What follows belongs to an exercise in optimizing a design on an open flow for small area; a production flow would make more cautious choices.
At most, simulation tests tie the RTL to the original design; equivalence was not proved.
For runs 2, 5 and 6, only the layout was checked, not whether the RTL still works.
Power is estimated from default activity; no workload was simulated.

===== flow/run.sh =====
#!/bin/bash
# synth_recipe.tcl (not shown) runs the flow's synth.tcl, then flattens the netlist and writes it again
# the make line also repeats each setting of config.mk as NAME=value (left out here)
make -C /OpenROAD-flow-scripts/flow DESIGN_CONFIG=/design/flow/config.mk WORK_HOME=/design/flow/orfs CLKGATE_MAP_FILE= SYNTH_SCRIPT=/design/flow/synth_recipe.tcl finish

===== flow/config.mk =====
export PLATFORM = sky130hd
export DESIGN_NAME = VERILOGStart04
export DESIGN_NICKNAME = VERILOGStart04
export VERILOG_FILES = /design/flow/design.v
export SDC_FILE = /design/flow/constraint.sdc
export NUM_CORES = 4
export LEC_CHECK = 0
export CAP_MARGIN = 20
export CORE_MARGIN = 2
export CORE_UTILIZATION = 40
export SLEW_MARGIN = 20

===== flow/constraint.sdc =====
create_clock -name core_clock -period 20.0 [get_ports {clk}]
set_input_delay 4.0000 -clock core_clock [delete_from_list [all_inputs] [get_ports {clk}]]
set_output_delay 4.0000 -clock core_clock [all_outputs]
set_load 0.01 [all_outputs]

===== flow/design.v =====
module deb #(parameter INIT_L = 1'b1, parameter INIT_C = 7'h7f, parameter SEED = 7'b0001101) (
	input clk, rst, x,
	output press);
	reg l;
	reg [6:0] c;
	wire settled = &c[5:0];
	wire fb = ~(c[6] ^ c[5]) | settled;
	assign press = settled & ~c[6] & ~l;
	always @(posedge clk)
		if (rst) begin
			l <= INIT_L;
			c <= INIT_C;
		end else begin
			l <= x;
			if (x != l) c <= settled ? SEED : 7'h7f;
			else c <= {c[5:0], fb};
		end
endmodule
module VERILOGStart04(clk, rst, buttonWaitingIN, buttonLeftIN, buttonRightIN, buttonSelectionIN, led1, led5, en);
	output[3:0] led1, en;
	output[6:0] led5;
	input clk, rst, buttonWaitingIN, buttonLeftIN, buttonRightIN, buttonSelectionIN;
	localparam Waiting = 3'd0, Selection = 3'd1, Payment = 3'd2, Implementation = 3'd3, Unsuccessful = 3'd4;
	localparam BL = 4'd10, L1 = 4'd11, L2 = 4'd12, L3 = 4'd13, RS = 4'd15;
	reg [4:0] scan;
	reg [1:0] ind;
	wire [1:0] ind_n = (scan == 5'd25) ? ind + 1'b1 : ind;
	always @(posedge clk)
		if (rst) begin
			scan <= 0;
			ind <= 0;
		end else begin
			scan <= (scan == 5'd25) ? 5'd0 : scan + 1'b1;
			ind <= ind_n;
		end
	wire pW, pL, pR, pS;
	deb #(.INIT_L(1'b0), .INIT_C(7'b0001101)) dW (.clk(clk), .rst(rst), .x(buttonWaitingIN), .press(pW));
	deb dL (.clk(clk), .rst(rst), .x(buttonLeftIN), .press(pL));
	deb dR (.clk(clk), .rst(rst), .x(buttonRightIN), .press(pR));
	deb dS (.clk(clk), .rst(rst), .x(buttonSelectionIN), .press(pS));
	reg [2:0] st;
	reg [1:0] sel;
	reg [3:0] tens, ones;        
	reg [10:0] tm;               
	wire tens0 = (tens == 4'd0);
	reg ok;
	always @(*)
		case (sel)
			2'd0: ok = ~tens0;
			2'd1: ok = tens >= 4'd2;
			2'd2: ok = (tens >= 4'd4) | ((tens == 4'd3) & ones[0]);
			default: ok = tens >= 4'd5;
		endcase
	always @(posedge clk)
		if (rst)
			st <= Waiting;
		else
			case (st)
				Waiting: begin
					if (pW | pL | pR | pS) st <= Selection;
					sel <= 0;
					tens <= 0;
					ones <= 0;
					tm <= 0;
				end
				Selection: begin
					if (pL) sel <= sel - 1'b1;
					else if (pR) sel <= sel + 1'b1;
					else if (pS) st <= Payment;
					else if (pW) st <= Waiting;
				end
				Payment: begin
					if (pL) begin
						if (ones[0]) ones <= 0;
						else if (~tens0) begin ones <= 4'd5; tens <= tens - 1'b1; end
					end else if (pR) begin
						if (tens != 4'd5) begin
							if (ones[0]) begin ones <= 0; tens <= tens + 1'b1; end
							else ones <= 4'd5;
						end
					end else if (pS) begin
						st <= ok ? Implementation : Unsuccessful;
						tens <= 0;
						ones <= 0;
					end else if (pW)
						st <= Waiting;
				end
				Implementation, Unsuccessful: begin
					if (st == Implementation ? ((tens == 4'd10) & ones[0]) : ((ones == 4'd9) & (tm == 11'd1991)))
						st <= Waiting;
					else if (tm != 11'd2000)
						tm <= tm + 1'b1;
					else begin
						tm <= 0;
						if (ones == 4'd9) begin
							ones <= 0;
							tens <= tens + 1'b1;
						end else
							ones <= ones + 1'b1;
					end
				end
				default: ;
			endcase
	reg [10:0] blink;
	reg [1:0] lv;                
	assign led1 = {lv == 2'd3, lv == 2'd3, lv[1], lv != 2'd0};
	always @(posedge clk)
		if (rst) begin
			blink <= 0;
			lv <= 0;
		end else
			case (st)
				Waiting:
					if (blink != 11'd1667)
						blink <= blink + 1'b1;
					else begin
						blink <= 0;
						lv <= (lv == 2'd3) ? 2'd0 : 2'd3;
					end
				Selection: lv <= 2'd2;
				Payment: lv <= 2'd1;
				default: lv <= 2'd0;
			endcase
	reg db3;                     
	reg [2:0] db2;               
	reg [3:0] d3, d2;
	reg d1;
	always @(posedge clk)
		if (rst) begin
			db3 <= 0; db2 <= 0;
			d3 <= 0; d2 <= 0; d1 <= 0;
		end else
			case (st)
				Payment: begin
					db3 <= ones[0];
					db2 <= tens[2:0];
					d3 <= db3 ? 4'd5 : 4'd0;
					d2 <= {1'b0, db2};
				end
				Implementation: begin
					d3 <= ones;
					d2 <= ((tens == 4'd10) & (ones == 4'd0)) ? 4'd0 : tens;
					d1 <= (tens == 4'd10);
				end
				default: ;
			endcase
	wire [3:0] d2c = (d2 == 4'd0) ? (tens0 ? BL : 4'd0) : ((d2 > 4'd9) ? 4'd0 : d2);
	reg [3:0] f1, f2, f3, fn;
	always @(*) begin
		case (st)
			Selection: begin
				f1 = (sel == 2'd0) ? L1 : (sel == 2'd3) ? L3 : L2;
				f2 = (sel == 2'd0) ? 4'd5 : (sel == 2'd1) ? 4'd0 : L1;
				f3 = (sel == 2'd1) ? L2 : (sel == 2'd3) ? L3 : L1;
			end
			Payment: begin
				f1 = BL;
				f2 = d2c;
				f3 = d3;
			end
			Implementation: begin
				f1 = d1 ? 4'd1 : (tens == 4'd10) ? 4'd0 : BL;
				f2 = d2c;
				f3 = d3;
			end
			Unsuccessful: begin
				f1 = L3;
				f2 = 4'd5;
				f3 = 4'd5;
			end
			default: begin
				f1 = BL;
				f2 = BL;
				f3 = BL;
			end
		endcase
		case (ind_n)
			2'd0: fn = BL;
			2'd1: fn = f1;
			2'd2: fn = f2;
			default: fn = f3;
		endcase
	end
	reg [3:0] bsel, z;
	always @(posedge clk)
		if (rst) begin
			bsel <= 4'd8;
			z <= RS;
		end else begin
			bsel <= fn;
			z <= bsel;
		end
	wire [1:0] eind = (scan == 5'd0) ? ind - 1'b1 : ind;
	assign en = (z == RS) ? 4'b1111 : ~(4'b1000 >> eind);
	reg [6:0] seg;
	always @(*)
		case (z)
			4'd0: seg = 7'b0000001;
			4'd1: seg = 7'b1001111;
			4'd2: seg = 7'b0010010;
			4'd3: seg = 7'b0000110;
			4'd4: seg = 7'b1001100;
			4'd5: seg = 7'b0100100;
			4'd6: seg = 7'b0100000;
			4'd7: seg = 7'b0001111;
			4'd8: seg = 7'b0000000;
			4'd9: seg = 7'b0000100;
			L1: seg = (eind == 2'd1) ? 7'b0110000 : (eind == 2'd2) ? 7'b0001000 : 7'b0011000;
			L2: seg = (eind == 2'd1) ? 7'b0110001 : 7'b0111000;
			L3: seg = (eind == 2'd1) ? 7'b1110001 : 7'b1110000;
			RS: seg = 7'b0000000;
			default: seg = 7'b1111111;
		endcase
	assign led5 = seg;
endmodule

==> impl_results.md, run 1 <==
* Status: complete, no violations
* Hold buffers post-CTS at 0
* Clk Latency, worst-skew pair at 350 ps
* Rows at 41
* DR pass1 iterations at 6
* CTS Sinks at 97
* Post-synth top area share at 0.292
* Core ar. at 12,700 um2
* CP Data Arrival Time at 2670 ps
* Yosys reg bits at 97
* Startpoint types: flop
* Total grt overflow at 0
* Final setup vio count at 0
* Post-synthesis mux area share at 0.00986
* Sw power at 0.182 mW
* Ant. Diodes at 0
* Yosys warnings at 3
* Layout area overhead at 11.2%
* Fin crit period at 6670 ps
* Setup CP Type: reg -> out
* Post-Synthesis Net Count at 616
* Largest family of logic cells by synthesized area: simple AND/OR/NAND/NOR gates
* Clock power frac at 0.318
* Share of layout cells above drive strength 1 at 0.0879
* # IOs at 21
* Initial DRC count at 207
* CTS buffer count at 9
* Nets@finish at 622
* Cells after Synth at 592
* Post-synthesis compound-gate area fraction at 0.177
* Via Count at 4,195
* Critical Path RT at 16,000 ps
* Detail Route Antenna Nets at 0
* # DRC at 0
* Lkg Pwr at 2.16 nW
* Pins Over Slew Limit at 0
* Synth Area in XOR/XNOR at 0.0522
* Synthesized area at 5200 um2
* Register area share after synthesis at 0.414
* Relative slew slack at 0.417
* VDD IR-drop max at 0.0411 mV
* Area leader, netlist: dfxtp_1
* Hold crit path type: reg -> reg
* Post_cts resized at 0
* Count of input and output buffers at 20
* Switch share at 0.320
* RePlAce Congestion at 0.865
* Vias in the first global route at 3,948
* Setup TNS Final at 0 ps
* Total wire length at 11,100 um
* Post-synth ARST share at 0
* Post-synth EDFFs at 21
* Crit end category: primary output
* Total global routing track utilization at 0.168
* Cells taking the most area after synthesis: dfxtp_1, edfxtp_1, nor2_1, ha_1, nand2_1
* Post-synth cell types at 84
* Post-synthesis adder-cell area fraction at 0.0433
* Gate power share at 0.235
* Worst slack at placement at 13,690 ps
* First-pass GRT wire length at 19,300 um
* Die width at 118 um
* Die span in y at 118 um
* Syn_area_per_cell at 8.79 um2
* Fill cells at 1,248
* Seq pwr share at 0.447
* Clk_skew at 9.11 ps
* Die ar. at 13,900 um2
* PwrDens at 98.2 nW/um2
* CTS Buffer Depth at 2
* Post-CTS setup buffers at 0
* Largest net degree at the start of global routing at 71
* Crit path max fanout at 5
* CTS root buf: clkbuf_16
* CTS H-tree depth at 3
* Fmax at 150 MHz
* Vias/cell at 5.41
* Hold Fails Final Rpt at 0
* Reg clk slew, reported paths at 70 ps
* Slew @ Worst Pin at 874 ps
* Simple-gate share of the synthesized area at 0.254
* DR WL/cell at 14.4 um
* Final WS setup at 13,330 ps
* Antenna violations before repair at 0
* Pint at 0.386 mW
* Synth Flop Type: dfxtp_1
* Crit share post-route at 0.333
* Initial Util at 0.411
* Post-DP HPWL at 7690 um
* RSZ-0062 raised after global routing: no
* CTS tree: done
* Total of max-cap violations at 0
[critical path, cell delays in order (launching register included)]
cell and delay [ps]:
dfxtp_1 350, inv_1 70, ha_1 130, nor4b_2 390
nand2_1 100, o22ai_1 330, and3_1 200, nor3_1 40
a21oi_1 140, clkdlybuf4s50_1 550
[placed cells by master (no fill, tap or decap), drive strengths merged, types with 9 or more instances in the layout]
cell           count
clkdlybuf4s50     19
xor2              17
or3               11
dfxtp             76
ha                18
o21bai             9
a21oi             38
nand3             21
clkbuf            12
edfxtp            21
inv               26
nand2             60
or2               11
nor3              16
nor2              82
xnor2             14
o21ai             20
[per-layer routing]
layer | vias up | global-route usage | part of all wire
li1 | 2118 | - | -
met1 | 1962 | 0.227 | 0.48
met2 | 91 | 0.265 | 0.46
met3 | 24 | 0.0257 | 0.031
met4 | 0 | 0.0768 | 0.023
met5 | - | 0 | 0
[synthesized netlist by cell type (3+ instances only)]
cell type,number
buf_6,3
nor3_1,14
a221oi_1,5
nor3b_1,3
nand3_1,21
and4_1,4
nor4_1,3
and3_1,6
nand4_1,4
xnor2_1,14
a22oi_1,5
a211oi_1,4
nor2_1,81
o22ai_1,5
mux2i_1,4
nand2_1,59
or2_1,3
nor2b_1,3
a31oi_1,6
o21a_1,8
o21ai_1,5
or3_1,10
xor2_1,17
o31ai_1,4
edfxtp_1,21
inv_1,22
a32oi_1,3
o21ai_0,15
clkbuf_1,17
or4_1,3
nand3b_1,3
or2_2,8
ha_1,18
o21bai_1,9
a21oi_1,36
dfxtp_1,76
nand2b_1,8
buf_2,4
[registers in the layout, indices dropped and copies added (netlist names), 4 cells and up]
register,count
z,4
ones,4
d3,4
dW.c,7
tens,4
dL.c,7
bsel,4
blink,11
d2,4
dS.c,7
scan,5
tm,11
dR.c,7
[final timing paths]
| kind | startpoint | end | slack (ps) | cells after the start |
|---|---|---|---|---|
| setup / recovery | scan[0] | led5[0] | 13330 | 9 |
| hold / removal | bsel[3] | z[3] | 410 | 1 |
| setup reg to reg | st[1] | ones[3] | 17220 | 6 |
| hold reg to reg | bsel[3] | z[3] | 410 | 1 |
[logic make-up (layout without fill, tap and decap cells)]
family          Yosys count  after routing
compound gates          132            132
simple gates            256            256
fa+ha+maj                18             18
mux                       5              5
xor+xnor                 31             31
buf+inv                  53             64
flops                    97             97
[per-stage QoR]
step | utilization | std cells | hold WS [ps] | instance area, um2 | total power [mW]
floorplan | - | 592 | 389 | 5200 | 0.354
global placement | 0.432 | 758 | 394 | 5480 | 0.387
detailed placement | 0.432 | 758 | 394 | 5480 | 0.389
CTS | 0.456 | 774 | 409 | 5780 | 0.570
global route | 0.457 | 775 | 426 | 5790 | 0.601
finish | 0.457 | 775 | 408 | 5790 | 0.568
[power groups by stage]
stage          Clock, mW  Combinational, mW  Sequential (mW)
2_1_floorplan          0              0.110            0.243
3_3_place_gp           0              0.130            0.257
3_5_place_dp           0              0.131            0.258
4_1_cts            0.183              0.133            0.254
5_1_grt            0.192              0.151            0.259
6_report           0.181              0.134            0.254
[cell type report]
cell class | count | area [um2] | share of cell area
well taps | 172 | 215 | 0.0372
clock inverters | 4 | 47.5 | 0.00822
clock buffers | 12 | 258 | 0.0446
repair buffers | 24 | 223 | 0.0385
flip-flops and latches | 97 | 2150 | 0.372
inverters | 24 | 90.1 | 0.0156
multi-input cells | 442 | 2800 | 0.484
==> run 2, diff against run 1 <==
--- a/flow/design.v
+++ b/flow/design.v
@@ -24,13 +24,14 @@
 	localparam BL = 4'd10, L1 = 4'd11, L2 = 4'd12, L3 = 4'd13, RS = 4'd15;
 	reg [4:0] scan;
 	reg [1:0] ind;
-	wire [1:0] ind_n = (scan == 5'd25) ? ind + 1'b1 : ind;
+	wire scan_end = (scan == 5'b01001);
+	wire [1:0] ind_n = scan_end ? ind + 1'b1 : ind;
 	always @(posedge clk)
 		if (rst) begin
 			scan <= 0;
 			ind <= 0;
 		end else begin
-			scan <= (scan == 5'd25) ? 5'd0 : scan + 1'b1;
+			scan <= scan_end ? 5'd0 : {scan[3:0], ~(scan[4] ^ scan[2])};
 			ind <= ind_n;
 		end
 	wire pW, pL, pR, pS;
@@ -42,6 +43,8 @@
 	reg [1:0] sel;
 	reg [3:0] tens, ones;        
 	reg [10:0] tm;               
+	wire [10:0] tm_n = {tm[9:0], ~(tm[10] ^ tm[8])};
+	localparam TM1991 = 11'b11110110101, TM2000 = 11'b01110100111;
 	wire tens0 = (tens == 4'd0);
 	reg ok;
 	always @(*)
@@ -51,6 +54,12 @@
 			2'd2: ok = (tens >= 4'd4) | ((tens == 4'd3) & ones[0]);
 			default: ok = tens >= 4'd5;
 		endcase
+	wire tm_run = (st == Implementation) | (st == Unsuccessful);
+	always @(posedge clk)
+		if (~tm_run | (tm == TM2000))
+			tm <= 0;
+		else
+			tm <= tm_n;
 	always @(posedge clk)
 		if (rst)
 			st <= Waiting;
@@ -61,7 +70,6 @@
 					sel <= 0;
 					tens <= 0;
 					ones <= 0;
-					tm <= 0;
 				end
 				Selection: begin
 					if (pL) sel <= sel - 1'b1;
@@ -86,12 +94,9 @@
 						st <= Waiting;
 				end
 				Implementation, Unsuccessful: begin
-					if (st == Implementation ? ((tens == 4'd10) & ones[0]) : ((ones == 4'd9) & (tm == 11'd1991)))
+					if (st == Implementation ? ((tens == 4'd10) & ones[0]) : ((ones == 4'd9) & (tm == TM1991)))
 						st <= Waiting;
-					else if (tm != 11'd2000)
-						tm <= tm + 1'b1;
-					else begin
-						tm <= 0;
+					else if (tm == TM2000) begin
 						if (ones == 4'd9) begin
 							ones <= 0;
 							tens <= tens + 1'b1;
@@ -101,7 +106,7 @@
 				end
 				default: ;
 			endcase
-	reg [10:0] blink;
+	reg [10:0] blink;            
 	reg [1:0] lv;                
 	assign led1 = {lv == 2'd3, lv == 2'd3, lv[1], lv != 2'd0};
 	always @(posedge clk)
@@ -111,8 +116,8 @@
 		end else
 			case (st)
 				Waiting:
-					if (blink != 11'd1667)
-						blink <= blink + 1'b1;
+					if (blink != 11'b01111100010)
+						blink <= {blink[9:0], ~(blink[10] ^ blink[8])};
 					else begin
 						blink <= 0;
 						lv <= (lv == 2'd3) ? 2'd0 : 2'd3;
--- a/flow/config.mk
+++ b/flow/config.mk
@@ -8,4 +8,5 @@
 export CAP_MARGIN = 20
 export CORE_MARGIN = 2
 export CORE_UTILIZATION = 40
+export CTS_BUF_LIST = sky130_fd_sc_hd__clkbuf_8
 export SLEW_MARGIN = 20
==> impl_results.md, run 2 <==
* Status: complete, no violations
* CP max stage delay at 550 ps (about the same)
* Post-DP HPWL at 7270 um (-5.5%)
* Post-synth EDFFs at 10 (-52%)
* Fmax at 154 MHz (+2.7%)
* Hold buffers post-CTS at 0 (unchanged)
* Share of layout cells above drive strength 1 at 0.0617 (-0.0262)
* VDD IR-drop max at 0.0466 mV (+13%)
* Max layer used: met4
* Simple-gate share of the synthesized area at 0.245 (-0.00967)
* Cells after Synth at 548 (-7.4%)
* Most used cells in the layout excluding fill and tap cells: dfxtp_1, nor2_1, nand2_1, a21oi_1, nor3_1
* Largest net degree at the start of global routing at 78 (+9.9%)
* Synthesized area at 4670 um2 (-10%)
* Total of max-cap violations at 0 (unchanged)
* Die span in y at 112 um (-5.1%)
* Area leader, netlist: dfxtp_1
* Top flop regs: blink: 11 flops, tm: 11 flops
* Top cells by count, synth: dfxtp_1, nor2_1, nand2_1, a21oi_1, clkbuf_1
* Crit share post-route at 0.325 (-0.00890)
* Hold Fails Final Rpt at 0 (unchanged)
* DR WL/cell at 15.1 um (+5.1%)
* Reg-to-reg startpoint: st[0]
* Crit end category: primary output
* Startpoint types: flop
* Met3 wire len at 404 um (+18%)
* Reg2reg path depth at 4 (-2)
* Crit-path cells: nor3_1 > nand2_1 > nand3_1 > o21ai_1 > o32a_1 > o21ai_1 > clkdlybuf4s50_1
* Synth Flop Type: dfxtp_1
* Worst r2r dst: tens[0]
* Reg-to-reg slack, setup at 17,040 ps (-180 ps)
* Detail Route Antenna Nets at 0 (unchanged)
* Slew @ Worst Pin at 825 ps (-49.0 ps)
* Largest family of logic cells by synthesized area: simple AND/OR/NAND/NOR gates
* Post-synthesis adder-cell area fraction at 0.0316 (-0.0117)
* Multi-input gate area at 2420 um2 (-14%)
* Total wire length at 10,500 um (-5.9%)
* Hold_sp: bsel[1]
* # IOs at 21 (unchanged)
* Register area at 2040 um2 (-5.1%)
* Post-Synthesis Net Count at 565 (-8.3%)
* Met1 Wirelength at 5000 um (-7.4%)
* CTS buffer count at 9 (unchanged)
* Total power at 0.476 mW (-16%)
* Fill cells at 1,165 (-6.7%)
* CTS Sinks at 97 (unchanged)
* Ant. Diodes at 0 (unchanged)
* Initial Util at 0.409 (-0.00142)
* CTS tree: done
* Crit path max fanout at 5 (unchanged)
* Pins Over Slew Limit at 0 (unchanged)
* Layout area overhead at 9.11%
* Met2 WL at 4830 um (-5.9%)
* Fin crit period at 6490 ps (-178 ps)
* Post-CTS setup buffers at 0 (unchanged)
* Setup CP Type: reg -> out
* Hold crit path type: reg -> reg
* Synth Area in XOR/XNOR at 0.0319 (-0.0203)
* Total grt overflow at 0 (unchanged)
* PwrDens at 93.4 nW/um2 (-5.0%)
* Yosys reg bits at 97 (unchanged)
* Post_cts resized at 0 (unchanged)
* Clk Latency, worst-skew pair at 380 ps (+30 ps)
* Nets@finish at 563 (-9.5%)
* Post-synth ARST share at 0 (unchanged)
* Vias/cell at 5.60 (+3.5%)
* Antenna violations before repair at 0 (unchanged)
* First-pass GRT wire length at 18,200 um (-5.9%)
* RePlAce Congestion at 0.870 (+0.65%)
* Hold depth at 1 (unchanged)
* Post-synth top area share at 0.373 (+0.0803)
* Initial DRC count at 404 (+95%)
* Lkg Pwr at 1.87 nW (-13%)
* Yosys warnings at 3 (unchanged)
* Rows at 39 (-4.9%)
* Clk_skew at 14.0 ps (+4.92 ps)
* Top cell by count, worst path: o21ai_1
* Total global routing track utilization at 0.175 (+0.00682)
* Relative slew slack at 0.450 (+0.0334)
* RSZ-0062 raised after global routing: no
* Cells taking the most area after synthesis: dfxtp_1, edfxtp_1, nor2_1, a21oi_1, nand2_1
* Hold path endpoint: z[1]
* Register area share after synthesis at 0.437 (+0.0234)
* Final setup vio count at 0 (unchanged)
* Setup TNS Final at 0 ps (unchanged)
* # DRC at 0 (unchanged)
* Reg clk slew, reported paths at 90 ps (+20 ps)
* Critical Path RT at 16,000 ps (about the same)
* CP Data Arrival Time at 2490 ps (-180 ps)
* Core ar. at 11,400 um2 (-9.9%)
* DR pass1 iterations at 5 (-1)
* Syn_area_per_cell at 8.53 um2 (-3.0%)
* Slowest CP cell: clkdlybuf4s50_1
* Post-synthesis mux area share at 0.00428 (-0.00558)
* CTS H-tree depth at 3 (unchanged)
* Most common cell after layout, fill and taps aside: dfxtp_1
* Via Count at 3,888 (-7.3%)
* Die width at 112 um (-5.1%)
* Post-synthesis compound-gate area fraction at 0.205 (+0.0276)
* Count of input and output buffers at 20 (unchanged)
* Most common cell in the netlist: dfxtp_1
* Die ar. at 12,600 um2 (-9.9%)
* Post-synth cell types at 68 (-19%)
* Vias in the first global route at 3,708 (-6.1%)
* CTS Buffer Depth at 2 (unchanged)
* CTS root buf: clkbuf_8
## run 2: changes by cell type in the layout (fill, tap and decap cells not counted), moves of 6 or more
cell	delta
nor2_1	-22
dfxtp_1	+11
and3_1	+6
edfxtp_1	-11
nor3_1	+10
xor2_1	-11
nand2_1	-10
clkbuf_16	-10
clkbuf_8	+9
ha_1	-7
## run 2: layout make-up
cell class | instances | share of cell area
inverter | 19 | 0.0140
sequential | 97 | 0.401
clock buffer | 9 | 0.0243
timing repair buffer | 22 | 0.0412
multi-input combinational | 397 | 0.474
tap | 143 | 0.0351
clock inverter | 7 | 0.0108
## run 2: metrics by stage
stage	area [um2]	hold slack, ps	worst slack, ps	cells	utilization
final	5100	416	13510	694	0.446
after global routing	5100	436	13260	694	0.446
after CTS	5100	419	13470	694	0.446
after detailed placement	4920	399	13900	678	0.431
after global placement	4920	395	13940	678	0.431
after floorplan	4670	389	14560	548	-
## run 2: cell families (layout without fill, tap and decap cells)
group	count (synthesis)	in the layout
DFF	97	97
and+or+nand+nor	225	225
AOI/OAI and AO/OA	141	141
adders and majority gates	12	12
xor gates and xnor gates	17	17
muxes	2	2
buffers and inverters	54	57
## run 2: per-layer routing
metal | global-route usage | up-vias
met2 | 0.284 | 92
met3 | 0.0308 | 16
li1 | - | 1962
met1 | 0.230 | 1818
met5 | 0 | -
met4 | 0.0772 | 0
## run 2: worst max-delay path by stage
stage	startpoint	endpoint
floorplan	scan[2]	led5[5]
global placement	scan[2]	led5[3]
detailed placement	scan[2]	led5[3]
CTS	scan[2]	led5[3]
global route	scan[2]	led5[3]
finish	scan[2]	led5[3]
## run 2: worst max-delay path, delay by kind of cell (launching register included)
family / cells / cell delay, ps
AND/OR/NAND/NOR: 3 / 670
AO/OA/AOI/OAI: 3 / 580
buffers and inverters: 1 / 550
flip-flops: 1 / 340
## run 2: report_power, final
group          switching, mW  total (mW)  internal, mW
clock network         0.0724       0.119        0.0463
logic                 0.0686       0.119        0.0500
registers             0.0238       0.239         0.215
==> run 3, diff against run 2 <==
--- a/flow/design.v
+++ b/flow/design.v
@@ -21,7 +21,7 @@
 	output[6:0] led5;
 	input clk, rst, buttonWaitingIN, buttonLeftIN, buttonRightIN, buttonSelectionIN;
 	localparam Waiting = 3'd0, Selection = 3'd1, Payment = 3'd2, Implementation = 3'd3, Unsuccessful = 3'd4;
-	localparam BL = 4'd10, L1 = 4'd11, L2 = 4'd12, L3 = 4'd13, RS = 4'd15;
+	localparam BL = 4'd15, L1 = 4'd11, L2 = 4'd12, L3 = 4'd13, RS = 4'd14;
 	reg [4:0] scan;
 	reg [1:0] ind;
 	wire scan_end = (scan == 5'b01001);
@@ -42,6 +42,7 @@
 	reg [2:0] st;
 	reg [1:0] sel;
 	reg [3:0] tens, ones;        
+	wire [3:0] m = {tens[2:0], ones[0]};
 	reg [10:0] tm;               
 	wire [10:0] tm_n = {tm[9:0], ~(tm[10] ^ tm[8])};
 	localparam TM1991 = 11'b11110110101, TM2000 = 11'b01110100111;
@@ -79,13 +80,9 @@
 				end
 				Payment: begin
 					if (pL) begin
-						if (ones[0]) ones <= 0;
-						else if (~tens0) begin ones <= 4'd5; tens <= tens - 1'b1; end
+						if (m != 4'd0) {tens[2:0], ones[0]} <= m - 1'b1;
 					end else if (pR) begin
-						if (tens != 4'd5) begin
-							if (ones[0]) begin ones <= 0; tens <= tens + 1'b1; end
-							else ones <= 4'd5;
-						end
+						if (m != 4'd10) {tens[2:0], ones[0]} <= m + 1'b1;
 					end else if (pS) begin
 						st <= ok ? Implementation : Unsuccessful;
 						tens <= 0;
@@ -137,19 +134,18 @@
 		end else
 			case (st)
 				Payment: begin
-					db3 <= ones[0];
-					db2 <= tens[2:0];
+					{db2, db3} <= m;
 					d3 <= db3 ? 4'd5 : 4'd0;
 					d2 <= {1'b0, db2};
 				end
 				Implementation: begin
 					d3 <= ones;
-					d2 <= ((tens == 4'd10) & (ones == 4'd0)) ? 4'd0 : tens;
+					d2 <= tens;          
 					d1 <= (tens == 4'd10);
 				end
 				default: ;
 			endcase
-	wire [3:0] d2c = (d2 == 4'd0) ? (tens0 ? BL : 4'd0) : ((d2 > 4'd9) ? 4'd0 : d2);
+	wire [3:0] d2c = ((d2 == 4'd0) & tens0) ? BL : d2;
 	reg [3:0] f1, f2, f3, fn;
 	always @(*) begin
 		case (st)
@@ -210,6 +206,7 @@
 			4'd7: seg = 7'b0001111;
 			4'd8: seg = 7'b0000000;
 			4'd9: seg = 7'b0000100;
+			4'd10: seg = 7'b0000001;
 			L1: seg = (eind == 2'd1) ? 7'b0110000 : (eind == 2'd2) ? 7'b0001000 : 7'b0011000;
 			L2: seg = (eind == 2'd1) ? 7'b0110001 : 7'b0111000;
 			L3: seg = (eind == 2'd1) ? 7'b1110001 : 7'b1110000;
==> impl_results.md, run 3 <==
* Startpoint types: flop
* Layout area overhead at 8.65%
* Area leader, netlist: dfxtp_1
* Die width at 113 um (+0.72%)
* Cells after Synth at 534 (-2.6%)
* Relative slew slack at 0.378 (-0.0721)
* CP max stage delay at 530 ps (-20 ps)
* Most common cell after layout, fill and taps aside: dfxtp_1
* Post-CTS setup buffers at 0 (unchanged)
* Vias in the first global route at 3,537 (-4.6%)
* CP Data Arrival Time at 2490 ps (about the same)
* Largest net degree at the start of global routing at 72 (-7.7%)
* Count of input and output buffers at 20 (unchanged)
* Hold WS at 417 ps (+1.63 ps)
* Top flop regs: blink: 11 flops, tm: 11 flops
* Syn_area_per_cell at 8.88 um2 (+4.2%)
* Crit path max fanout at 6 (+1)
* CTS buffer count at 9 (unchanged)
* Via Count at 3,699 (-4.9%)
* CTS root buf: clkbuf_8
* Final WS setup at 13,510 ps (-3.00 ps)
* Post-synth ARST share at 0 (unchanged)
* Slowest CP cell: clkdlybuf4s50_1
* RePlAce Congestion at 0.880 (+1.1%)
* Hold Fails Final Rpt at 0 (unchanged)
* Post-DP Area at 4930 um2 (+0.33%)
* CTS tree: done
* Most used cells in the layout excluding fill and tap cells: dfxtp_1, nand2_1, nor2_1, a21oi_1
* Most common cell in the netlist: dfxtp_1
* # DRC at 0 (unchanged)
* Clk_skew at 11.4 ps (-2.60 ps)
* Nets@finish at 556 (-1.2%)
* Antenna violations before repair at 0 (unchanged)
* Fmax at 154 MHz (about the same)
* Lkg Pwr at 1.87 nW (+0.11%)
* Setup CP Type: reg -> out
* Status: complete, no violations
* Setup TNS Final at 0 ps (unchanged)
* Total of max-cap violations at 0 (unchanged)
* VDD IR-drop max at 0.0286 mV (-39%)
* PwrDens at 93.2 nW/um2 (-0.18%)
* Total wire length at 9670 um (-7.7%)
* CTS Sinks at 97 (unchanged)
* Hold crit path type: reg -> reg
* DR pass1 iterations at 16 (+11)
* Die ar. at 12,700 um2 (+1.4%)
* Core ar. at 11,500 um2 (+0.85%)
* Post-synth EDFFs at 10 (unchanged)
* Reg clk slew, reported paths at 100 ps (about the same)
* Pins Over Slew Limit at 0 (unchanged)
* Fill cells at 1,130 (-3.0%)
* Crit end category: primary output
* Slew @ Worst Pin at 931 ps (+107 ps)
* Synth Flop Type: dfxtp_1
* Total grt overflow at 0 (unchanged)
* Synthesized area at 4740 um2 (+1.5%)
* Post-Route Utilization at 0.447 (+0.000997)
* First-pass GRT wire length at 16,700 um (-8.2%)
* DR WL/cell at 14.1 um (-6.5%)
* Crit-path cells: nor3_2 > nand2_1 > o2bb2ai_1 > nand3_1 > o31ai_1 > a22o_1 > clkdlybuf4s50_1
* Fin crit period at 6490 ps (+3.00 ps)
* Rows at 39 (unchanged)
* Yosys warnings at 3 (unchanged)
* Post-DP HPWL at 6860 um (-5.6%)
* Crit share post-route at 0.325 (about the same)
* Critical Path RT at 16,000 ps (about the same)
* Cells taking the most area after synthesis: dfxtp_1, edfxtp_1, nand2_1, a21oi_1, nor2_1
* # IOs at 21 (unchanged)
* Post-Synthesis Net Count at 553 (-2.1%)
* Total global routing track utilization at 0.162 (-0.0127)
* Vias/cell at 5.40 (-3.6%)
* RSZ-0062 raised after global routing: no
* Clk Latency, worst-skew pair at 380 ps (about the same)
* CTS H-tree depth at 3 (unchanged)
* Final setup vio count at 0 (unchanged)
* Top cells by count, synth: dfxtp_1, nand2_1, nor2_1, a21oi_1
* Worst slack at placement at 13,940 ps (+45.4 ps)
* Post_cts resized at 0 (unchanged)
* Register area share after synthesis at 0.431 (-0.00646)
* Initial DRC count at 287 (-29%)
* Post-synth top area share at 0.367 (-0.00551)
* Post-synth cell types at 76 (+12%)
* Ant. Diodes at 0 (unchanged)
* CTS Buffer Depth at 2 (unchanged)
* Hold buffers post-CTS at 0 (unchanged)
* Fin area at 5150 um2 (+1.1%)
* Initial Util at 0.412 (+0.00262)
* Share of layout cells above drive strength 1 at 0.0812 (+0.0195)
* Detail Route Antenna Nets at 0 (unchanged)
* Yosys reg bits at 97 (unchanged)
* Die span in y at 113 um (+0.72%)
[run 3: cell types whose count changed in the layout (fill, tap and decap cells not counted), moves of 5 or more]
cell / change
a221oi_1: -5
xor2_1: +5
nor2b_1: +5
nand2_1: +21
nand3_1: -6
nor2_1: -13
and3_1: -11
o21bai_1: -10
a21oi_1: +5
o21ai_1: -6
and2_1: +6
nor3_1: -14
[run 3: logic make-up after synthesis]
| logic type | synth area share |
|---|---|
| AOI/OAI and AO/OA | 0.178 |
| muxes | 0.0150 |
| and+or+nand+nor | 0.249 |
| adders and majority gates | 0.0343 |
| xor gates and xnor gates | 0.0425 |
| buffers and inverters | 0.0509 |
| DFF | 0.431 |
[run 3: report_power, final]
| group | internal [mW] | total [mW] | switching, mW |
|---|---|---|---|
| Combinational | 0.0468 | 0.107 | 0.0600 |
| Clock | 0.0704 | 0.138 | 0.0680 |
| Sequential | 0.213 | 0.235 | 0.0223 |
[run 3: layout make-up]
cell class,count,area (um2),share of cell area
multi-input cells,395,2460,0.477
clock buffers,9,124,0.0240
inverters,12,45.0,0.00874
clock inverters,7,93.8,0.0182
repair buffers,22,210,0.0408
flip-flops and latches,97,2040,0.396
well taps,143,179,0.0347
[run 3: per-stage QoR]
stage               cells  total power [mW]
floorplan             534             0.318
global placement      669             0.344
detailed placement    669             0.346
CTS                   685             0.487
finish                685             0.480
global route          685             0.509
[run 3: final timing paths]
path | to | depth (start not counted) | start | slack [ps]
min | z[2] | 1 | bsel[2] | 420
min reg2reg | z[2] | 1 | bsel[2] | 420
max reg2reg | tens[0] | 6 | st[0] | 17010
max | led5[5] | 7 | scan[2] | 13510
[run 3: critical path: cells and delay by family, from the launching register on]
family                 cells  cell delay, ps
AND/OR/NAND/NOR            3             630
buffers and inverters      1             530
flip-flops                 1             340
AO/OA/AOI/OAI              3             610
[run 3: routing by layer]
metal  up-vias  part of all wire  wire length (um)  global-route usage
met1      1717              0.49              4690               0.212
met3        18             0.038               369              0.0343
met5         -                 0                 0                   0
met4         0             0.023               221              0.0870
met2        80              0.45              4390               0.253
li1       1884                 -                 -                   -
==> run 4, diff against run 3 <==
==> flow/flow/run.sh (new file) <==
#!/bin/bash
# Standard layout, with the port buffers made from the smallest buffer cell.
set -euo pipefail
export BUFFER_PORTS_ARGS="-buffer_cell sky130_fd_sc_hd__buf_1"
bash standard.sh finish > standard.log 2>&1
==> flow/standard.sh (new file) <==
#!/bin/bash
# synth_recipe.tcl (not shown) runs the flow's synth.tcl, then flattens the netlist and writes it again
# the make line also repeats each setting of config.mk as NAME=value (left out here)
make -C /OpenROAD-flow-scripts/flow DESIGN_CONFIG=/design/flow/config.mk WORK_HOME=/design/flow/orfs CLKGATE_MAP_FILE= SYNTH_SCRIPT=/design/flow/synth_recipe.tcl "${@:-finish}"
removed: flow/run.sh
==> impl_results.md, run 4 <==
* Clock power frac at 0.306 (+0.018)
* Relative slew slack at 0.371 (-0.00691)
* Setup CP Type: reg -> out
* Area leader, netlist: dfxtp_1
* Syn_area_per_cell at 8.88 um2 (unchanged)
* Reg-to-reg slack, setup at 17,070 ps (+60 ps)
* Most common cell in the netlist: dfxtp_1
* Sw power at 0.154 mW (+2.3%)
* Share of layout cells above drive strength 1 at 0.0830 (+0.00185)
* Cells taking the most area after synthesis: dfxtp_1, edfxtp_1, nand2_1, a21oi_1, nor2_1
* Status: complete, no violations
* Clk Latency, worst-skew pair at 390 ps (about the same)
* Synthesized area at 4740 um2 (unchanged)
* Yosys reg bits at 97 (unchanged)
* Die span in y at 113 um (unchanged)
* Cells after Synth at 534 (unchanged)
* RePlAce Congestion at 0.886 (+0.62%)
* Slowest CP cell: dfxtp_1
* Cell family with most CP delay: compound AO/OA/AOI/OAI gates
* Final setup vio count at 0 (unchanged)
* Largest net degree at the start of global routing at 72 (unchanged)
* PwrDens at 96.1 nW/um2 (+3.1%)
* Post-Layout Cell Count at 685 (unchanged)
* Slew @ Worst Pin at 942 ps (+10.3 ps)
* Top cells by count, synth: dfxtp_1, nand2_1, nor2_1, a21oi_1
* Total of max-cap violations at 0 (unchanged)
* Post-synth ARST share at 0 (unchanged)
* Initial DRC count at 318 (+11%)
* Post-synth cell types at 76 (unchanged)
* First-pass GRT wire length at 16,400 um (-1.6%)
* Setup TNS Final at 0 ps (unchanged)
* Die ar. at 12,700 um2 (unchanged)
* Rows at 39 (unchanged)
* Synth Flop Type: dfxtp_1
* Hold Fails Final Rpt at 0 (unchanged)
* Total wire length at 9880 um (+2.1%)
* Layout area overhead at 6.54%
* CTS Buffer Depth at 2 (unchanged)
* Crit share post-route at 0.306 (-0.0188)
* Top flop regs: blink: 11 flops, tm: 11 flops
* CP Data Arrival Time at 2120 ps (-370 ps)
* Lkg Pwr at 1.83 nW (-2.2%)
* CTS Sinks at 97 (unchanged)
* # IOs at 21 (unchanged)
* Nets@finish at 556 (unchanged)
* Register area at 2040 um2 (unchanged)
* Post_cts resized at 0 (unchanged)
* Worst Path Buf+Inv at 1 (unchanged)
* Initial Util at 0.412 (unchanged)
* Ant. Diodes at 0 (unchanged)
* Critical Path RT at 16,000 ps (about the same)
* Total power at 0.485 mW (+1.1%)
* Worst r2r dst: tens[1]
* Crit path max fanout at 6 (unchanged)
* Total grt overflow at 0 (unchanged)
* CTS H-tree depth at 3 (unchanged)
* Vias in the first global route at 3,524 (-0.37%)
* # DRC at 0 (unchanged)
* Crit-path cells: nor3_2 > nand2_1 > o2bb2ai_1 > nand3_1 > o31ai_1 > a22o_1 > buf_1
* Via Count at 3,797 (+2.6%)
* Detail Route Antenna Nets at 0 (unchanged)
* Switch share at 0.317 (+0.00394)
* VDD IR-drop max at 0.0396 mV (+39%)
* Most used cells in the layout excluding fill and tap cells: dfxtp_1, nand2_1, nor2_1, a21oi_1
* Startpoint types: flop
* Reg-to-reg startpoint: st[0]
* Most common cell after layout, fill and taps aside: dfxtp_1
* Core ar. at 11,500 um2 (unchanged)
* Crit end category: primary output
* Antenna violations before repair at 0 (unchanged)
* CTS buffer count at 9 (unchanged)
* Reg2reg path depth at 6 (unchanged)
* Post-Synthesis Net Count at 553 (unchanged)
* Multi-input gate area at 2460 um2 (unchanged)
* Fin crit period at 6120 ps (-375 ps)
* CTS tree: done
* Worst path depth at 7 (unchanged)
* Die width at 113 um (unchanged)
* Vias/cell at 5.54 (+2.6%)
* Post-DP HPWL at 6930 um (+1.1%)
* Pint at 0.332 mW (+0.49%)
* CP startpoint: scan[2]
* Register area share after synthesis at 0.431 (unchanged)
* Clk_skew at 14.0 ps (+2.60 ps)
* Post-synth EDFFs at 10 (unchanged)
* DR pass1 iterations at 16 (unchanged)
* DR WL/cell at 14.4 um (+2.1%)
* Hold buffers post-CTS at 0 (unchanged)
* Post-synth top area share at 0.367 (unchanged)
* Fmax at 163 MHz (+6.1%)
* Placed Cells incl. Taps at 669 (unchanged)
* Fill cells at 1,143 (+1.2%)
* Total global routing track utilization at 0.159 (-0.00278)
* CP max stage delay at 350 ps (-180 ps)
* Reg clk slew, reported paths at 100 ps (about the same)
* Gate power share at 0.210 (-0.012)
* Hold crit path type: reg -> reg
* Critical Path Sink: led5[5]
* Yosys warnings at 3 (unchanged)
* Pins Over Slew Limit at 0 (unchanged)
* RSZ-0062 raised after global routing: no
* Count of input and output buffers at 20 (unchanged)
* Seq pwr share at 0.485 (-0.004)
* CTS root buf: clkbuf_8
* Post-CTS setup buffers at 0 (unchanged)
## run 4: kinds of logic (layout without fill, tap and decap cells)
| logic type | count (synthesis) | count (layout) | synth area share |
|---|---|---|---|
| XOR/XNOR | 23 | 23 | 0.0425 |
| flip-flops | 97 | 97 | 0.431 |
| AND/OR/NAND/NOR | 226 | 226 | 0.249 |
| multiplexers | 7 | 7 | 0.0150 |
| AO/OA/AOI/OAI | 126 | 126 | 0.178 |
| buffers and inverters | 42 | 50 | 0.0509 |
| adder cells (fa/ha/maj) | 13 | 13 | 0.0343 |
## run 4: final cells by class
cell class | count | area share
multi-input combinational | 395 | 0.487
sequential | 97 | 0.404
tap | 143 | 0.0354
clock buffer | 11 | 0.0300
timing repair buffer | 22 | 0.0181
clock inverter | 5 | 0.0168
inverter | 12 | 0.00892
## run 4: per-layer routing
layer | vias up | global-route usage | share of wire | wire length, um
met2 | 99 | 0.248 | 0.46 | 4530
met3 | 21 | 0.0305 | 0.045 | 445
met5 | - | 0 | 0 | 0
met4 | 0 | 0.0959 | 0.033 | 329
li1 | 1884 | - | - | -
met1 | 1793 | 0.206 | 0.46 | 4570
## run 4: stage by stage
step	utilization	instance area [um2]	setup slack [ps]	hold slack, ps
after floorplan	-	4740	14610	389
after global placement	0.418	4820	14370	392
after detailed placement	0.418	4820	14290	405
after CTS	0.439	5050	13850	428
after global routing	0.439	5050	13640	441
final	0.439	5050	13880	425
## run 4: how the worst min path moves through the flow
stage / depth (start not counted) / slack [ps] / to / startpoint
2_1_floorplan: 1 / 390 / z[1] / bsel[1]
3_3_place_gp: 1 / 390 / z[1] / bsel[1]
3_5_place_dp: 1 / 410 / z[1] / bsel[1]
4_1_cts: 1 / 430 / z[1] / bsel[1]
5_1_grt: 1 / 440 / z[1] / bsel[1]
6_report: 1 / 430 / z[2] / bsel[2]
## run 4: power groups by stage
stage	registers [mW]	logic [mW]	clock network (mW)
5_1_grt	0.238	0.115	0.159
4_1_cts	0.235	0.102	0.152
2_1_floorplan	0.227	0.0906	0
6_report	0.235	0.102	0.148
3_5_place_dp	0.240	0.102	0
3_3_place_gp	0.238	0.0995	0
==> run 5, diff against run 4 <==
--- a/flow/design.v
+++ b/flow/design.v
@@ -61,48 +61,48 @@
 			tm <= 0;
 		else
 			tm <= tm_n;
+	wire sW = (st == Waiting), sSel = (st == Selection), sPay = (st == Payment);
+	wire sImpl = (st == Implementation), sUns = (st == Unsuccessful);
+	wire anyp = pW | pL | pR | pS;
+	wire pay_sel = pS & ~pL & ~pR;                   
+	wire pay_wait = pW & ~pL & ~pR & ~pS;            
+	wire tm_end = (tm == TM2000);
 	always @(posedge clk)
 		if (rst)
 			st <= Waiting;
-		else
-			case (st)
-				Waiting: begin
-					if (pW | pL | pR | pS) st <= Selection;
-					sel <= 0;
-					tens <= 0;
-					ones <= 0;
-				end
-				Selection: begin
-					if (pL) sel <= sel - 1'b1;
-					else if (pR) sel <= sel + 1'b1;
-					else if (pS) st <= Payment;
-					else if (pW) st <= Waiting;
-				end
-				Payment: begin
-					if (pL) begin
-						if (m != 4'd0) {tens[2:0], ones[0]} <= m - 1'b1;
-					end else if (pR) begin
-						if (m != 4'd10) {tens[2:0], ones[0]} <= m + 1'b1;
-					end else if (pS) begin
-						st <= ok ? Implementation : Unsuccessful;
-						tens <= 0;
-						ones <= 0;
-					end else if (pW)
-						st <= Waiting;
-				end
-				Implementation, Unsuccessful: begin
-					if (st == Implementation ? ((tens == 4'd10) & ones[0]) : ((ones == 4'd9) & (tm == TM1991)))
-						st <= Waiting;
-					else if (tm == TM2000) begin
-						if (ones == 4'd9) begin
-							ones <= 0;
-							tens <= tens + 1'b1;
-						end else
-							ones <= ones + 1'b1;
-					end
-				end
-				default: ;
-			endcase
+		else if (sW & anyp)
+			st <= Selection;
+		else if ((sSel | sPay) & pay_wait)
+			st <= Waiting;
+		else if (sSel & pay_sel)
+			st <= Payment;
+		else if (sPay & pay_sel)
+			st <= ok ? Implementation : Unsuccessful;
+		else if (sImpl & (tens == 4'd10) & ones[0])
+			st <= Waiting;
+		else if (sUns & (ones == 4'd9) & (tm == TM1991))    
+			st <= Waiting;
+	always @(posedge clk)
+		if (sW)
+			sel <= 0;
+		else if (sSel & pL)
+			sel <= sel - 1'b1;
+		else if (sSel & pR)
+			sel <= sel + 1'b1;
+	wire up = sPay ? (pR & ~pL & (m != 4'd10)) : (tm_run & tm_end);
+	wire dn = sPay & pL & (m != 4'd0);
+	wire carry = ones[0] & (sPay | ones[3]);        
+	always @(posedge clk)
+		if (sW | (sPay & pay_sel)) begin
+			tens <= 0;
+			ones <= 0;
+		end else if (up) begin
+			ones <= carry ? 4'd0 : ones + 1'b1;
+			if (carry) tens <= tens + 1'b1;
+		end else if (dn) begin
+			ones[0] <= ~ones[0];
+			if (~ones[0]) tens <= tens - 1'b1;
+		end
 	reg [10:0] blink;            
 	reg [1:0] lv;                
 	assign led1 = {lv == 2'd3, lv == 2'd3, lv[1], lv != 2'd0};
==> flow/flow/run.sh (replaced) <==
#!/bin/bash
# Standard ORFS layout with two changes:
#  - synthesis maps the logic with an area-oriented ABC script (flow/abc.script) in place of
#    ORFS's abc_area.script; the rest of synthesis (synth_recipe.tcl) is unchanged, so the
#    registers are the standard synthesis's;
#  - the port buffers use the smallest buffer cell.
set -euo pipefail
here=$(pwd)
rm -rf "$here/scripts_abc"
cp -r "$FLOW_HOME/scripts" "$here/scripts_abc"
cp "$here/flow/abc.script" "$here/scripts_abc/abc_area.script"
bash standard.sh SCRIPTS_DIR="$here/scripts_abc" synth > "$here/synth.log" 2>&1
export BUFFER_PORTS_ARGS="-buffer_cell sky130_fd_sc_hd__buf_1"
bash standard.sh finish > "$here/layout.log" 2>&1
==> flow/flow/abc.script (new file) <==
strash
&get -n
&deepsyn -I 20 -J 10
&put
dch -f
map -a
topo
--- a/flow/config.mk
+++ b/flow/config.mk
@@ -5,6 +5,7 @@
 export SDC_FILE = /design/flow/constraint.sdc
 export NUM_CORES = 4
 export LEC_CHECK = 0
+export ABC_AREA = 1
 export CAP_MARGIN = 20
 export CORE_MARGIN = 2
 export CORE_UTILIZATION = 40
==> impl_results.md, run 5 <==
* Post-DP Area at 4290 um2 (-11%)
* Post-Layout Cell Count at 708 (+3.4%)
* Syn_area_per_cell at 7.50 um2 (-15%)
* Largest net degree at the start of global routing at 35 (-51%)
* Die span in y at 105 um (-7.3%)
* PwrDens at 86.6 nW/um2 (-9.9%)
* Die width at 105 um (-7.3%)
* Hold Fails Final Rpt at 0 (unchanged)
* CP max stage delay at 350 ps (about the same)
* Reg-to-reg startpoint: st[1]
* Critical Path RT at 16,000 ps (about the same)
* Clk_skew at 12.5 ps (-1.54 ps)
* CTS root buf: clkbuf_8
* Hold buffers post-CTS at 0 (unchanged)
* Vias in the first global route at 3,219 (-8.7%)
* Critical Path Sink: led5[6]
* Synth Area in XOR/XNOR at 0.0259 (-0.0165)
* Vias/cell at 4.85 (-12%)
* Antenna violations before repair at 0 (unchanged)
* Crit end category: primary output
* Top flop regs: blink: 11 flops, tm: 11 flops
* CP Data Arrival Time at 1890 ps (-230 ps)
* Area leader, netlist: dfxtp_1
* Post-Synthesis Net Count at 553 (unchanged)
* Hold WS at 417 ps (-8.13 ps)
* Post-synth EDFFs at 0 (-10)
* Rows at 36 (-7.7%)
* Seq pwr share at 0.541 (+0.056)
* Setup TNS Final at 0 ps (unchanged)
* Pint at 0.288 mW (-13%)
* CTS buffer count at 9 (unchanged)
* Pins Over Slew Limit at 0 (unchanged)
* Worst Path Buf+Inv at 4 (+3)
* First-pass GRT wire length at 14,600 um (-11%)
* Post-synthesis adder-cell area fraction at 0.0216 (-0.0127)
* Register area at 1940 um2 (-4.9%)
* Total grt overflow at 0 (unchanged)
* Crit-path cells: clkinv_1 > nor2_1 > nand2_1 > clkinv_1 > nor2_1 > clkinv_1 > a211oi_1 > nand3_1 > o21ai_0 > buf_1
* Fmax at 170 MHz (+4.0%)
* Cell family with most CP delay: buffers and inverters
* Initial Util at 0.413 (+0.000939)
* Hold depth at 1 (unchanged)
* Most used cells in the layout excluding fill and tap cells: clkinv_1, dfxtp_1, nor2_1, nand2_1, o21ai_0
* Fill cells at 1,026 (-10%)
* CTS tree: done
* Post-synth top area share at 0.479 (+0.112)
* Via Count at 3,435 (-9.5%)
* Most common cell in the netlist: clkinv_1
* Post_cts resized at 0 (unchanged)
* Reg clk slew, reported paths at 90 ps (about the same)
* Count of input and output buffers at 20 (unchanged)
* Clk Latency, worst-skew pair at 360 ps (-30 ps)
* Share of layout cells above drive strength 1 at 0.0417 (-0.0413)
* # DRC at 0 (unchanged)
* Crit path max fanout at 5 (-1)
* Relative slew slack at 0.330 (-0.0417)
* Sw power at 0.101 mW (-34%)
* Register area share after synthesis at 0.479 (+0.0486)
* Top cells by count, synth: clkinv_1, dfxtp_1, nor2_1, nand2_1, o21ai_0
* CTS Buffer Depth at 2 (unchanged)
* Final WS setup at 14,110 ps (+234 ps)
* CTS Sinks at 97 (unchanged)
* Die ar. at 11,000 um2 (-14%)
* Post-CTS setup buffers at 0 (unchanged)
* Most common cell after layout, fill and taps aside: clkinv_1
* Synth Flop Type: dfxtp_1
* Fin area at 4500 um2 (-11%)
* Worst r2r dst: tens[2]
* Post-synthesis compound-gate area fraction at 0.143 (-0.0349)
* Reg-to-reg slack, setup at 16,870 ps (-200 ps)
* RePlAce Congestion at 0.923 (+4.2%)
* Multi-input gate area at 1710 um2 (-31%)
* CTS H-tree depth at 3 (unchanged)
* Fin crit period at 5890 ps (-234 ps)
* Initial DRC count at 184 (-42%)
* DR WL/cell at 11.8 um (-18%)
* Yosys reg bits at 97 (unchanged)
* RSZ-0062 raised after global routing: no
* VDD IR-drop max at 0.0317 mV (-20%)
* Reg2reg path depth at 15 (+9)
* Top cell by count, worst path: clkinv_1
* Slew @ Worst Pin at 995 ps (+53.2 ps)
* Simple-gate share of the synthesized area at 0.230 (-0.0185)
* Clock power frac at 0.344 (+0.038)
* Switch share at 0.259 (-0.0574)
* Crit share post-route at 0.294 (-0.0117)
* Total of max-cap violations at 0 (unchanged)
* Total power at 0.389 mW (-20%)
* Startpoint types: flop
* Gate power share at 0.114 (-0.096)
* Hold crit path type: reg -> reg
* Post-synthesis mux area share at 0 (-0.0150)
* Cells after Synth at 540 (+1.1%)
* Post-synth ARST share at 0 (unchanged)
* Yosys warnings at 3 (unchanged)
* Final setup vio count at 0 (unchanged)
* DR pass1 iterations at 4 (-12)
* Cells taking the most area after synthesis: dfxtp_1, clkinv_1, nor2_1, nand2_1, o21ai_0
* Setup CP Type: reg -> out
* Total wire length at 8360 um (-15%)
* Post-DP HPWL at 6410 um (-7.5%)
* Total global routing track utilization at 0.163 (+0.00368)
* Core ar. at 9820 um2 (-15%)
* Worst path depth at 10 (+3)
* Placed Cells incl. Taps at 692 (+3.4%)
* Nets@finish at 583 (+4.9%)
* Worst slack at placement at 14,400 ps (+117 ps)
* Post-Route Utilization at 0.458 (+0.0192)
* Layout area overhead at 11.0%
* Slowest CP cell: dfxtp_1
* Status: complete, no violations
* # IOs at 21 (unchanged)
* Post-synth cell types at 26 (-66%)
* Detail Route Antenna Nets at 0 (unchanged)
* CP startpoint: z[0]
* Ant. Diodes at 0 (unchanged)
* Largest family of logic cells by synthesized area: simple AND/OR/NAND/NOR gates
* Synthesized area at 4050 um2 (-15%)
* Lkg Pwr at 1.61 nW (-12%)
run 5: cell types whose count changed after synthesis, moves of 12 or more:
cell	previous run	this run
a21oi_1	43	29
clkbuf_1	19	0
clkinv_1	0	104
inv_1	12	0
nand3_1	15	27
nor2_1	46	83
nor2b_1	12	0
o21ai_0	19	32
run 5: area by class of cell:
| class | count | share of cell area |
|---|---|---|
| sequential | 97 | 0.432 |
| multi-input combinational | 337 | 0.379 |
| inverter | 104 | 0.0868 |
| tap | 133 | 0.0370 |
| clock buffer | 9 | 0.0275 |
| clock inverter | 7 | 0.0192 |
| timing repair buffer | 21 | 0.0184 |
run 5: worst reg2reg max path, cell delays in order, from the launching register on:
cell and delay (ps):
dfxtp_1 440, clkinv_1 160, nor2_1 310, clkinv_1 190, nor2_1 190, clkinv_1 330
a31oi_1 250, nand3_1 110, nand2_1 280, nand2_1 110, nand2_1 80, ha_1 150
nor2_1 50, a21oi_1 150, o21ai_0 120, a21oi_1 140
run 5: worst min-delay path by stage:
stage            start   end
6_report       bsel[3]  z[3]
5_1_grt        bsel[1]  z[1]
4_1_cts        bsel[3]  z[3]
3_5_place_dp   bsel[3]  z[3]
3_3_place_gp   bsel[3]  z[3]
2_1_floorplan  bsel[0]  z[0]
run 5: cell families (layout without fill, tap and decap cells):
logic type / after synthesis / after routing
AND/OR/NAND/NOR: 219 / 219
adder cells (fa/ha/maj): 7 / 7
XOR/XNOR: 12 / 12
flip-flops: 97 / 97
AO/OA/AOI/OAI: 99 / 99
buffers and inverters: 106 / 141
run 5: per-layer routing:
metal	GRT usage	part of all wire
met5	0	0
met4	0.0733	0.014
met1	0.216	0.51
met2	0.261	0.44
met3	0.0281	0.032
run 5: power by group through the flow:
stage / Sequential (mW) / Clock, mW / Combinational [mW]
final: 0.211 / 0.134 / 0.0445
after global routing: 0.212 / 0.145 / 0.0518
after CTS: 0.211 / 0.138 / 0.0451
after detailed placement: 0.215 / 0 / 0.0449
after global placement: 0.215 / 0 / 0.0443
after floorplan: 0.214 / 0 / 0.0337
==> run 6, diff against run 5 <==
--- a/flow/design.v
+++ b/flow/design.v
@@ -21,7 +21,7 @@
 	output[6:0] led5;
 	input clk, rst, buttonWaitingIN, buttonLeftIN, buttonRightIN, buttonSelectionIN;
 	localparam Waiting = 3'd0, Selection = 3'd1, Payment = 3'd2, Implementation = 3'd3, Unsuccessful = 3'd4;
-	localparam BL = 4'd15, L1 = 4'd11, L2 = 4'd12, L3 = 4'd13, RS = 4'd14;
+	localparam BL = 4'd11, RS = 4'd10;
 	reg [4:0] scan;
 	reg [1:0] ind;
 	wire scan_end = (scan == 5'b01001);
@@ -150,9 +150,9 @@
 	always @(*) begin
 		case (st)
 			Selection: begin
-				f1 = (sel == 2'd0) ? L1 : (sel == 2'd3) ? L3 : L2;
-				f2 = (sel == 2'd0) ? 4'd5 : (sel == 2'd1) ? 4'd0 : L1;
-				f3 = (sel == 2'd1) ? L2 : (sel == 2'd3) ? L3 : L1;
+				f1 = {2'b11, sel};
+				f2 = {2'b11, sel};
+				f3 = {2'b11, sel};
 			end
 			Payment: begin
 				f1 = BL;
@@ -165,7 +165,7 @@
 				f3 = d3;
 			end
 			Unsuccessful: begin
-				f1 = L3;
+				f1 = 4'd15;
 				f2 = 4'd5;
 				f3 = 4'd5;
 			end
@@ -192,7 +192,8 @@
 			z <= bsel;
 		end
 	wire [1:0] eind = (scan == 5'd0) ? ind - 1'b1 : ind;
-	assign en = (z == RS) ? 4'b1111 : ~(4'b1000 >> eind);
+	wire rs = (z == RS) & (eind == 2'd3);
+	assign en = {eind != 2'd0, eind != 2'd1, eind != 2'd2, (eind != 2'd3) | rs};
 	reg [6:0] seg;
 	always @(*)
 		case (z)
@@ -206,12 +207,22 @@
 			4'd7: seg = 7'b0001111;
 			4'd8: seg = 7'b0000000;
 			4'd9: seg = 7'b0000100;
-			4'd10: seg = 7'b0000001;
-			L1: seg = (eind == 2'd1) ? 7'b0110000 : (eind == 2'd2) ? 7'b0001000 : 7'b0011000;
-			L2: seg = (eind == 2'd1) ? 7'b0110001 : 7'b0111000;
-			L3: seg = (eind == 2'd1) ? 7'b1110001 : 7'b1110000;
-			RS: seg = 7'b0000000;
-			default: seg = 7'b1111111;
+			4'd10: seg = {6'b000000, ~eind[0]};      
+			4'd11: seg = 7'b1111111;
+			default:
+				case ({eind, z[1:0]})
+					4'b1000: seg = 7'b0100100;
+					4'b1001: seg = 7'b0000001;
+					4'b1010: seg = 7'b0001000;
+					4'b1011: seg = 7'b0001000;
+					4'b1100: seg = 7'b0011000;
+					4'b1101: seg = 7'b0111000;
+					4'b1110: seg = 7'b0011000;
+					4'b1111: seg = 7'b1110000;
+					4'b0100, 4'b0000: seg = 7'b0110000;
+					4'b0111, 4'b0011: seg = 7'b1110001;
+					default: seg = 7'b0110001;
+				endcase
 		endcase
 	assign led5 = seg;
 endmodule
==> flow/flow/run.sh (replaced) <==
#!/bin/bash
# Standard ORFS layout with three changes:
#  - synthesis maps the logic with an area-oriented ABC script (flow/abc.script) in place of
#    ORFS's abc_area.script; the rest of synthesis (synth_recipe.tcl) is unchanged, so the
#    registers are the standard synthesis's;
#  - the port buffers use the smallest buffer cell;
#  - clock tree synthesis uses clkbuf_8 and adds no dummy loads.
set -euo pipefail
here=$(pwd)
rm -rf "$here/scripts_abc"
cp -r "$FLOW_HOME/scripts" "$here/scripts_abc"
cp "$here/flow/abc.script" "$here/scripts_abc/abc_area.script"
bash standard.sh SCRIPTS_DIR="$here/scripts_abc" synth > "$here/synth.log" 2>&1
export BUFFER_PORTS_ARGS="-buffer_cell sky130_fd_sc_hd__buf_1"
export CTS_ARGS="-sink_clustering_enable -repair_clock_nets -buf_list sky130_fd_sc_hd__clkbuf_8 -dont_use_dummy_load"
bash standard.sh finish > "$here/layout.log" 2>&1
==> flow/flow/abc.script (replaced) <==
strash
&get -n
&deepsyn -I 20 -J 10
&dch -f
&nf -R 1000 -E 100
&put
topo
==> impl_results.md, run 6 <==
* Synthesized area at 3880 um2 (-4.4%)
* RSZ-0062 raised after global routing: no
* Reg-to-reg startpoint: st[1]
* Slew @ Worst Pin at 789 ps (-206 ps)
* Critical Path RT at 16,000 ps (about the same)
* VDD IR-drop max at 0.0443 mV (+40%)
* Slowest CP cell: or4_1
* CP startpoint: scan[1]
* Crit share post-route at 0.335 (+0.0410)
* Post-CTS setup buffers at 0 (unchanged)
* Post-synth top area share at 0.501 (+0.0218)
* Die width at 102 um (-2.1%)
* Die ar. at 10,500 um2 (-4.2%)
* Register area share after synthesis at 0.501 (+0.0218)
* Nets@finish at 462 (-21%)
* CTS Buffer Depth at 2 (unchanged)
* Fin area at 4230 um2 (-5.9%)
* Largest net degree at the start of global routing at 41 (+17%)
* Setup CP Type: reg -> out
* DR WL/cell at 13.0 um (+10%)
* CTS root buf: clkbuf_8
* PwrDens at 82.3 nW/um2 (-4.9%)
* Top cells by count, synth: dfxtp_1, nor2_1, nand2_1, o21ai_0, a22o_1
* Post-Layout Cell Count at 576 (-19%)
* Syn_area_per_cell at 9.25 um2 (+23%)
* # IOs at 21 (unchanged)
* Most used cells in the layout excluding fill and tap cells: dfxtp_1, nor2_1, nand2_1, o21ai_0, a22o_1
* Final setup vio count at 0 (unchanged)
* Fin crit period at 6700 ps (+820 ps)
* Detail Route Antenna Nets at 0 (unchanged)
* CP max stage delay at 450 ps (+100 ps)
* Hold WS at 413 ps (-4.57 ps)
* Hold_sp: bsel[3]
* Post_cts resized at 0 (unchanged)
* Post-synth cell types at 47 (+81%)
* Worst slack at placement at 13,660 ps (-742 ps)
* First-pass GRT wire length at 12,900 um (-12%)
* DR pass1 iterations at 4 (unchanged)
* Yosys warnings at 3 (unchanged)
* Met3 wire len at 280 um (+4.9%)
* Total of max-cap violations at 0 (unchanged)
* Top flop regs: blink: 11 flops, tm: 11 flops
* CTS buffer count at 9 (unchanged)
* Most common cell in the netlist: dfxtp_1
* Initial Util at 0.416 (+0.00284)
* Layout area overhead at 9.13%
* Antenna violations before repair at 0 (unchanged)
* Final WS setup at 13,300 ps (-820 ps)
* Met1 Wirelength at 3660 um (-14%)
* Post-Route Utilization at 0.454 (-0.00443)
* Rows at 35 (-2.8%)
* Hold crit path type: reg -> reg
* Lkg Pwr at 1.56 nW (-3.5%)
* Initial DRC count at 137 (-26%)
* Max layer used: met4
* Share of layout cells above drive strength 1 at 0.0246 (-0.0171)
* Crit path max fanout at 4 (-1)
* Via Count at 3,044 (-11%)
* Ant. Diodes at 0 (unchanged)
* Cells taking the most area after synthesis: dfxtp_1, nor2_1, a22o_1, o21ai_0, nand2_1
* Area leader, netlist: dfxtp_1
* CTS Sinks at 97 (unchanged)
* Total wire length at 7490 um (-10%)
* Count of input and output buffers at 20 (unchanged)
* Reg clk slew, reported paths at 70 ps (-20 ps)
* # DRC at 0 (unchanged)
* CP Data Arrival Time at 2700 ps (+810 ps)
* RePlAce Congestion at 0.769 (-17%)
* Post-synth ARST share at 0 (unchanged)
* Core ar. at 9330 um2 (-5.0%)
* Relative slew slack at 0.474 (+0.144)
* Post-Synthesis Net Count at 432 (-22%)
* Pins Over Slew Limit at 0 (unchanged)
* Clk Latency, worst-skew pair at 350 ps (about the same)
* Startpoint types: flop
* Cells after Synth at 419 (-22%)
* Setup TNS Final at 0 ps (unchanged)
* Post-DP Area at 4110 um2 (-4.2%)
* Post-synth EDFFs at 0 (unchanged)
* Clk_skew at 18.5 ps (+6.06 ps)
* Vias in the first global route at 2,785 (-13%)
* Met2 WL at 3470 um (-6.3%)
* Vias/cell at 5.28 (+8.9%)
* Crit end category: primary output
* Yosys reg bits at 97 (unchanged)
* Post-DP HPWL at 5510 um (-14%)
* CTS H-tree depth at 3 (unchanged)
* Status: complete, no violations
* Hold Fails Final Rpt at 0 (unchanged)
* Placed Cells incl. Taps at 567 (-18%)
* CTS tree: done
* Total power at 0.348 mW (-11%)
* Hold buffers post-CTS at 0 (unchanged)
* Fill cells at 922 (-10%)
* Die span in y at 102 um (-2.1%)
* Most common cell after layout, fill and taps aside: dfxtp_1
* Total grt overflow at 0 (unchanged)
* Total global routing track utilization at 0.156 (-0.00756)
* Synth Flop Type: dfxtp_1
* Fmax at 149 MHz (-12%)
* Crit-path cells: or3_1 > or4_1 > nand2_1 > o21ai_0 > a2111oi_0 > a211oi_1 > clkinv_1 > o21ai_0 > nand2_1 > buf_1
[run 6: per-layer routing]
metal,up-vias,GRT usage
met4,0,0.0544
met5,-,0
met1,1429,0.196
met3,6,0.0547
met2,46,0.247
li1,1563,-
[run 6: power by group]
group          switching, mW  leakage, nW  internal [mW]
Clock                 0.0559       0.0647         0.0404
Sequential           0.00804        0.792          0.204
Combinational         0.0235        0.700         0.0163
[run 6: path summary, 6_finish.rpt]
| check | to | slack (ps) | cells after the start |
|---|---|---|---|
| worst max-delay path | led5[5] | 13300 | 10 |
| worst min-delay path | z[3] | 410 | 1 |
| worst max register to register | tens[3] | 16480 | 10 |
| worst min register to register | z[3] | 410 | 1 |
[run 6: area by class of cell]
type	instances	area, um2	share of cell area
flip-flops and latches	97	1940	0.459
well taps	129	161	0.0382
multi-input cells	304	1860	0.440
inverters	16	60.1	0.0142
repair buffers	21	83.8	0.0198
clock buffers	9	124	0.0293
[run 6: kinds of logic (layout without fill, tap and decap cells)]
| kind of cell | after synthesis | count (layout) | share of synthesized area |
|---|---|---|---|
| XOR/XNOR | 18 | 18 | 0.0407 |
| flip-flops | 97 | 97 | 0.501 |
| AND/OR/NAND/NOR | 181 | 181 | 0.236 |
| AO/OA/AOI/OAI | 96 | 96 | 0.175 |
| buffers and inverters | 18 | 46 | 0.0194 |
| adder cells (fa/ha/maj) | 7 | 7 | 0.0226 |
| multiplexers | 2 | 2 | 0.00516 |
[run 6: worst max-delay path, delay by kind of cell (launching register included)]
family | cells | cell delay [ps]
simple gates | 4 | 1030
buf+inv | 2 | 220
compound gates | 4 | 790
flops | 1 | 330

separate check: timing with driven ports:
In the flow no input, the clock included, has a driving cell. The finished layouts below were timed again as built, in two steps. Step 1, drivers: a clkbuf_16 drives clk and a buf_2 each remaining input, both assumed. Step 2 adds t to the input delays and takes it off the output delays; t is the mean of the earliest and latest rising clock arrival at the registers after step 1. Input paths then give back, and output paths get back, about the clock's delay inside the block. a / b / c = no drivers / after step 1 / after step 2; a / b = the first two.
run	shift t [ns]	slack for setup (ns)	worst slew at a driven data input, ns
run 1	0.390	13.331 / 13.291 / 13.681	0.03
run 2	0.409	13.509 / 13.472 / 13.881	0.04
run 3	0.410	13.506 / 13.474 / 13.885	0.03
run 4	0.411	13.881 / 13.848 / 14.259	0.03
run 5	0.391	14.115 / 14.082 / 14.422	0.03
run 6	0.379	13.295 / 13.263 / 13.642	0.03
After both steps every run listed still meets setup and hold.
